This is an optimization exercise on Yosys and OpenROAD, whose aim is a short achievable clock period and few clock cycles, not a production implementation.
The clock input has no modelled driver; a real chip could not lean on it and would need a root buffer or a full tree.
Power and IR drop assume default switching activity.

## build 46
==> flow/design.v <==
`timescale 1 ns/1 ns
module ShortestPath(Go, Clk, Rst, L_In, M_In, L_Out, P_Out, M_Addr, L_Addr, P_Addr,
				M_En, M_Rw, L_En, L_Rw, P_En, P_Rw, Done);
	input Go;
	input Clk, Rst;
	input [7:0] L_In, M_In;
	output [7:0] L_Out;
	output [7:0] P_Out;
	output [12:0] M_Addr, L_Addr, P_Addr;
	output M_En, M_Rw, L_En, L_Rw, P_En, P_Rw, Done;
	localparam [12:0] LAST = 13'd8191;
	reg        iss;
	reg [12:0] cnt;
	reg        m_en_r;
	reg [12:0] m_addr_r;
	reg        fi0_m, fj0_m;
	reg        vd;
	reg        fi0_d, fj0_d;
	reg        v1;
	reg [7:0]  m1;
	reg        fi0_1, fj0_1;
	reg        v2;
	reg [7:0]  l, h1, h2, h3;
	reg [1:0]  dir2;
	reg [12:0] idx2;
	reg        w_en_r;
	reg [7:0]  l_out_r;
	reg [1:0]  p_out_r;
	reg [12:0] w_addr_r;
	reg        last_o;
	reg        done_r;
	assign M_En   = m_en_r;
	assign M_Rw   = 1'b0;
	assign M_Addr = m_addr_r;
	assign L_En   = w_en_r;
	assign L_Rw   = 1'b1;
	assign L_Addr = w_addr_r;
	assign L_Out  = l_out_r;
	assign P_En   = w_en_r;
	assign P_Rw   = 1'b1;
	assign P_Addr = w_addr_r;
	assign P_Out  = {6'b000010, p_out_r};
	assign Done   = done_r;
	wire [7:0] left = l;
	wire [7:0] up   = h3;
	wire [7:0] sum_left = m1 + left;
	wire [7:0] sum_up   = m1 + up;
	wire       up_lt    = up < left;
	always @(posedge Clk) begin
		if (Rst) begin
			iss    <= 1'b0;
			m_en_r <= 1'b0;
			vd     <= 1'b0;
			v1     <= 1'b0;
			v2     <= 1'b0;
			w_en_r <= 1'b0;
			last_o <= 1'b0;
			done_r <= 1'b0;
		end else begin
			if (Go)
				iss <= 1'b1;
			else if (iss && cnt == LAST)
				iss <= 1'b0;
			m_en_r <= iss;
			vd     <= m_en_r;
			v1     <= vd;
			v2     <= v1;
			w_en_r <= v2;
			last_o <= v2 && idx2 == LAST;
			done_r <= last_o;
		end
		cnt      <= iss ? cnt + 13'd1 : 13'd0;
		m_addr_r <= cnt;
		fi0_m    <= cnt[3:2] == 2'd0;
		fj0_m    <= cnt[1:0] == 2'd0;
		fi0_d <= fi0_m;
		fj0_d <= fj0_m;
		m1    <= M_In;
		fi0_1 <= fi0_d;
		fj0_1 <= fj0_d;
		if (fi0_1 && fj0_1) begin
			l    <= m1;
			dir2 <= 2'b00;        
		end else if (fi0_1) begin
			l    <= sum_left;
			dir2 <= 2'b01;        
		end else if (fj0_1) begin
			l    <= sum_up;
			dir2 <= 2'b10;        
		end else if (up_lt) begin
			l    <= sum_up;
			dir2 <= 2'b10;        
		end else begin
			l    <= sum_left;
			dir2 <= 2'b01;        
		end
		h1   <= l;
		h2   <= h1;
		h3   <= h2;
		idx2 <= v1 ? (v2 ? idx2 + 13'd1 : 13'd0) : 13'd0;
		l_out_r  <= l;
		p_out_r  <= dir2;
		w_addr_r <= idx2;
	end
endmodule
export LEC_CHECK = 0
export CAP_MARGIN = 20
export CORE_MARGIN = 2
export CORE_UTILIZATION = 40
export SLEW_MARGIN = 20
export TNS_END_PERCENT = 100
create_clock -name core_clock -period 7.0 [get_ports {Clk}]
standard.sh (not shown) runs the stock make flow with config.mk's settings and CLKGATE_MAP_FILE= SYNTH_SCRIPT=/design/flow/synth_recipe.tcl, a recipe that flattens the netlist after the stock synthesis.
==> flow/flow/run.sh <==
#!/bin/bash
# Standard ORFS layout, except that after CTS the clock tree is replaced by one level
# of clock buffers fed straight from the clock port (see flow/clock_tree.tcl), and
# timing repair aims for a slack of 5.0 ns.
set -euo pipefail
here=$(pwd)
bash standard.sh SETUP_SLACK_MARGIN=5.0 POST_CTS_TCL="$here/flow/clock_tree.tcl" finish > standard.log 2>&1
Other scripts of this flow, unchanged in this note and not shown: flow/flow/clock_tree.tcl
Looking at the reports, build 46 completed the entire flow and the layout it produced met the timing, design-rule and antenna checks.
> inputs changed (build 46 -> trial 94)
--- a/flow/design.v
+++ b/flow/design.v
@@ -14,18 +14,15 @@
 	reg        m_en_r;
 	reg [12:0] m_addr_r;
-	reg        fi0_m, fj0_m;
 	reg        vd;
-	reg        fi0_d, fj0_d;
 	reg        v1;
 	reg [7:0]  m1;
-	reg        fi0_1, fj0_1;
 	reg        v2;
+	reg [12:0] idx2;
 	reg [7:0]  l, h1, h2, h3;
 	reg [1:0]  dir2;
-	reg [12:0] idx2;
 	reg        w_en_r;
 	reg [7:0]  l_out_r;
 	reg [1:0]  p_out_r;
-	reg [12:0] w_addr_r;
+	reg [12:0] l_addr_r, p_addr_r;
 	reg        last_o;
 	reg        done_r;
@@ -35,13 +32,16 @@
 	assign L_En   = w_en_r;
 	assign L_Rw   = 1'b1;
-	assign L_Addr = w_addr_r;
+	assign L_Addr = l_addr_r;
 	assign L_Out  = l_out_r;
 	assign P_En   = w_en_r;
 	assign P_Rw   = 1'b1;
-	assign P_Addr = w_addr_r;
+	assign P_Addr = p_addr_r;
 	assign P_Out  = {6'b000010, p_out_r};
 	assign Done   = done_r;
-	wire [7:0] left = l;
-	wire [7:0] up   = h3;
+	wire [3:0] cell1    = idx2[3:0] + 4'd1;
+	wire       fi0      = cell1[3:2] == 2'd0;
+	wire       fj0      = cell1[1:0] == 2'd0;
+	wire [7:0] left     = l;
+	wire [7:0] up       = h3;
 	wire [7:0] sum_left = m1 + left;
 	wire [7:0] sum_up   = m1 + up;
@@ -67,23 +67,18 @@
 			v2     <= v1;
 			w_en_r <= v2;
-			last_o <= v2 && idx2 == LAST;
+			last_o <= v2 && !v1;
 			done_r <= last_o;
 		end
 		cnt      <= iss ? cnt + 13'd1 : 13'd0;
 		m_addr_r <= cnt;
-		fi0_m    <= cnt[3:2] == 2'd0;
-		fj0_m    <= cnt[1:0] == 2'd0;
-		fi0_d <= fi0_m;
-		fj0_d <= fj0_m;
-		m1    <= M_In;
-		fi0_1 <= fi0_d;
-		fj0_1 <= fj0_d;
-		if (fi0_1 && fj0_1) begin
+		m1   <= M_In;
+		idx2 <= v1 ? idx2 + 13'd1 : 13'h1fff;
+		if (fi0 && fj0) begin
 			l    <= m1;
 			dir2 <= 2'b00;        
-		end else if (fi0_1) begin
+		end else if (fi0) begin
 			l    <= sum_left;
 			dir2 <= 2'b01;        
-		end else if (fj0_1) begin
+		end else if (fj0) begin
 			l    <= sum_up;
 			dir2 <= 2'b10;        
@@ -95,11 +90,11 @@
 			dir2 <= 2'b01;        
 		end
-		h1   <= l;
-		h2   <= h1;
-		h3   <= h2;
-		idx2 <= v1 ? (v2 ? idx2 + 13'd1 : 13'd0) : 13'd0;
-		l_out_r  <= l;
+		h1 <= l;
+		h2 <= h1;
+		h3 <= h2;
+		l_out_r  <= v2 ? l : 8'd0;
 		p_out_r  <= dir2;
-		w_addr_r <= idx2;
+		l_addr_r <= idx2;
+		p_addr_r <= v2 ? idx2 : 13'd0;
 	end
 endmodule
Findings:
Trial 94 was carried through to the last stage, and its layout satisfied the timing, design-rule and antenna checks.
Higher detail-routed via count per cell among trial 94 and build 46: trial 94
Changes observed in trial 94 relative to build 46: share of cell area taken by muxes after synthesis dropped 0.54 points, total routed wirelength climbed 910 µm, post-synth design cell area climbed 280 µm², minimum hold slack barely changed, combinational cell fraction of total power climbed 1.6 points.
Relative contribution of the clock network to total power (higher): build 46
In trial 94, the adder-cell area share of the yosys netlist came out 0.86 points below the value in build 46.
Trial 94 vs build 46: clock period minus final worst setup slack down in trial 94
Sort trial 94 and build 46 by die area, descending, and trial 94 comes first.
Comparing trial 94 and build 46, the lower final cycle utilization of the critical path was measured on trial 94.
Trial 94 against build 46: cell area up 10%; signed area change from the synthesized netlist to the final layout now sits higher.
Function was not checked in any run of this note: the RTL went through the layout flow alone. No run of this note takes its clock network from TritonCTS; it comes from the design's own scripts or RTL.

-- port drivers added, routing unchanged --
The results above use ideal ports. As a check the final layouts listed here were re-extracted and re-timed, cells and wires unchanged.
Step 1, drivers: a clkbuf_16 drives Clk and a buf_2 each remaining input, both assumed.
Step 2 moves the port delays by t, midway between the first and last clock arrival at a register: inputs arrive t later, outputs are due t later. That takes back most of the time a late clock gives input paths.
Three values: ideal, step 1, step 2; two values: the first two.
run | t (ns) | slack for setup (ns) | cell pins on the clock port's net
build 46 | 0.239 | 4.963 / 4.885 / 4.915 | 4
trial 94 | 0.245 | 4.978 / 4.901 / 4.886 | 4
After both steps setup and hold are still met in every run listed. The setup slack of trial 94, which loses most, moves by -0.077 ns with the drivers and by -0.092 ns with both steps.
